Context: an optimization exercise on an open-source flow, tuned for small area, a short achievable clock period and few clock cycles. The choices shown serve that exercise and are no tape-out recipe.
In this exercise RTL edits were held to simulation tests only and were not proved equivalent to the original.
No activity file was given, so power comes from the tool's default toggle rates.

==> yarrow <==
## filter
module filter (
	input wire clk,
	input wire rst_n,
	input wire fc_valid,
	input wire [7:0] working_pixel,
	input signed [7:0] fc,
	input wire start,
	output reg [7:0] out_pixel,
	output reg out_valid,
	output wire [15:0] addr,
	output wire wen,
	output wire en,
	output wire [7:0] d
);
	assign wen = 1'b1;
	assign en  = 1'b1;
	assign d   = 8'd0;
	localparam [15:0] INIT = 16'd45824;
	reg [7:0] c [0:24];
	integer k;
	always @(posedge clk) begin
		for (k = 0; k < 25; k = k + 1)
			if (fc_valid)
				c[k] <= (k == 24) ? fc : c[k+1];
			else
				c[k] <= c[(k+5)%25];
	end
	reg        fcv_d, run;
	reg  [9:0] rr;
	reg  [8:0] xx;
	reg  [2:0] a;
	assign addr = {rr[7:0], xx[7:0]};
	wire a4    = (a == 3'd4);
	wire a0    = (a == 3'd0);
	wire xend  = (xx == 9'd257);
	wire rowm1 = (rr == 10'h3fd);                
	wire row0  = (rr == 10'h3fe);
	wire rowe  = (rr == 10'd254);                
	wire x0    = (xx == 9'd0);
	wire emit0 = run & a0 & (x0 ? ~row0 : ((xx > 9'd2) & ~rowm1));
	wire rv0   = (rr[9:8] == 2'b00) & ~xx[8];
	always @(posedge clk) begin
		if (!rst_n) begin
			fcv_d <= 1'b0;
			run   <= 1'b0;
			rr    <= 10'h3fd;
			xx    <= 9'd256;
			a     <= 3'd0;
		end else begin
			fcv_d <= fc_valid;
			if (fcv_d & ~fc_valid & start)
				run <= 1'b1;
			else if (a0 & rowe & x0)
				run <= 1'b0;
			if (run) begin
				if (a4) begin
					a  <= 3'd0;
					xx <= xend ? 9'd0 : xx + 9'd1;
					rr <= rr - (xend ? 10'd3 : 10'd4);
				end else begin
					a  <= a + 3'd1;
					rr <= rr + 10'd1;
				end
			end
		end
	end
	reg rv1, sh1, em1;
	always @(posedge clk) begin
		rv1 <= rv0;
		sh1 <= a0;
		em1 <= emit0 & rst_n;
	end
	wire [7:0] pw = rv1 ? working_pixel : 8'd0;
	wire [8:0] pe = {pw, 1'b0};
	reg  [3:0] one, two, neg;
	reg        p7;
	always @(posedge clk) begin
		for (k = 0; k < 4; k = k + 1) begin
			one[k] <= pe[2*k+1] ^ pe[2*k];
			two[k] <= (pe[2*k+2] & ~pe[2*k+1] & ~pe[2*k]) | (~pe[2*k+2] & pe[2*k+1] & pe[2*k]);
			neg[k] <= pe[2*k+2];
		end
		p7 <= pw[7];
	end
	reg sh2, em2;
	always @(posedge clk) begin
  ...
Settings: LEC_CHECK=0, ABC_CLOCK_PERIOD_IN_PS=3000, CAP_MARGIN=20, CORE_MARGIN=2, CORE_UTILIZATION=60, GPL_TIMING_DRIVEN=0, PLACE_DENSITY=0.7, SLEW_MARGIN=20, SYNTH_HIERARCHICAL=1, SYNTH_MINIMUM_KEEP_SIZE=0; clock period 10.0 ns.
standard.sh (not shown) runs the stock make flow with config.mk's settings and CLKGATE_MAP_FILE= SYNTH_SCRIPT=/design/flow/synth_recipe.tcl, a recipe that flattens the netlist after the stock synthesis.
==> flow/flow/run.sh <==
#!/bin/bash
# The standard layout (standard.sh), with timing repair asked to leave 7 ns of
# setup slack at the design's clock period, and larger clock-tree clusters.
set -euo pipefail
bash standard.sh SETUP_SLACK_MARGIN=7 \
  "CTS_ARGS=-sink_clustering_enable -repair_clock_nets -sink_clustering_size 25 -sink_clustering_max_diameter 100 -sink_buffer_max_cap_derate 1.0 -buf_list sky130_fd_sc_hd__clkbuf_16" \
  finish > flow_make.log 2>&1
==> quartz (differences from yarrow) <==
- GPL_TIMING_DRIVEN: 0 -> default
==> comparison table <==
| metric | quartz | yarrow |
|---|---|---|
| Post-route clock period utilization | 30.6% | 31.5% |
| Relative slew slack | 48.0% | 36.1% |
| Worst voltage drop across the vdd grid | 0.000208 V | 0.000216 V |
| Routed length on met1 | 21400 µm | 24500 µm |
| Buffers inserted by post-CTS timing repair | 18 | 25 |
| Metal3 WL | 2280 µm | 2350 µm |
| Final estimated routing congestion in global placement | 0.784 | 0.958 |
| Highest net fanout along the worst path | 6 | 2 |
| Critical path origin | xx[0] | xx[1] |
| Outcome | no timing/DRC/antenna violations | no timing/DRC/antenna violations |
| Met2 layer wire length in the routed design | 25800 µm | 28800 µm |
| Pint | 3.09 mW | 3.14 mW |
| P_clk | 0.945 mW | 0.912 mW |
Testbench counts of yarrow, summed over its fixed seeds: cycles 1,981,686.
Testbench counts of quartz, summed over its fixed seeds: cycles 1,981,686.

## separate check: timing with driven ports
Ports are ideal in the flow. The routed layouts listed here were re-timed in OpenROAD.
Step 1 (the two cells are an assumption about what drives the block):
set clk [get_ports {clk}]
set_driving_cell -lib_cell sky130_fd_sc_hd__clkbuf_16 $clk
set_driving_cell -lib_cell sky130_fd_sc_hd__buf_2 [delete_from_list [all_inputs] $clk]
Step 2 also shifts input and output timing later by t, the mid clock arrival at the registers, as if the neighbouring blocks saw the same clock.
a / b / c = ideal / step 1 / step 2; a / b = the first two.
run	shift t [ns]	setup WS [ns]	worst hold slack (ns)	worst setup path after step 2	clock arrival spread, ns
yarrow	0.628	6.845 / 6.789 / 6.441	0.335 / 0.335 / 0.335	input to register	0.034 / 0.034
quartz	0.605	6.945 / 6.891 / 6.453	0.335 / 0.335 / 0.335	input to register	0.054 / 0.054
After both steps setup and hold are still met in every run listed. For quartz, which loses most, drivers alone change the setup slack by -0.054 ns; drivers and shift together by -0.492 ns.
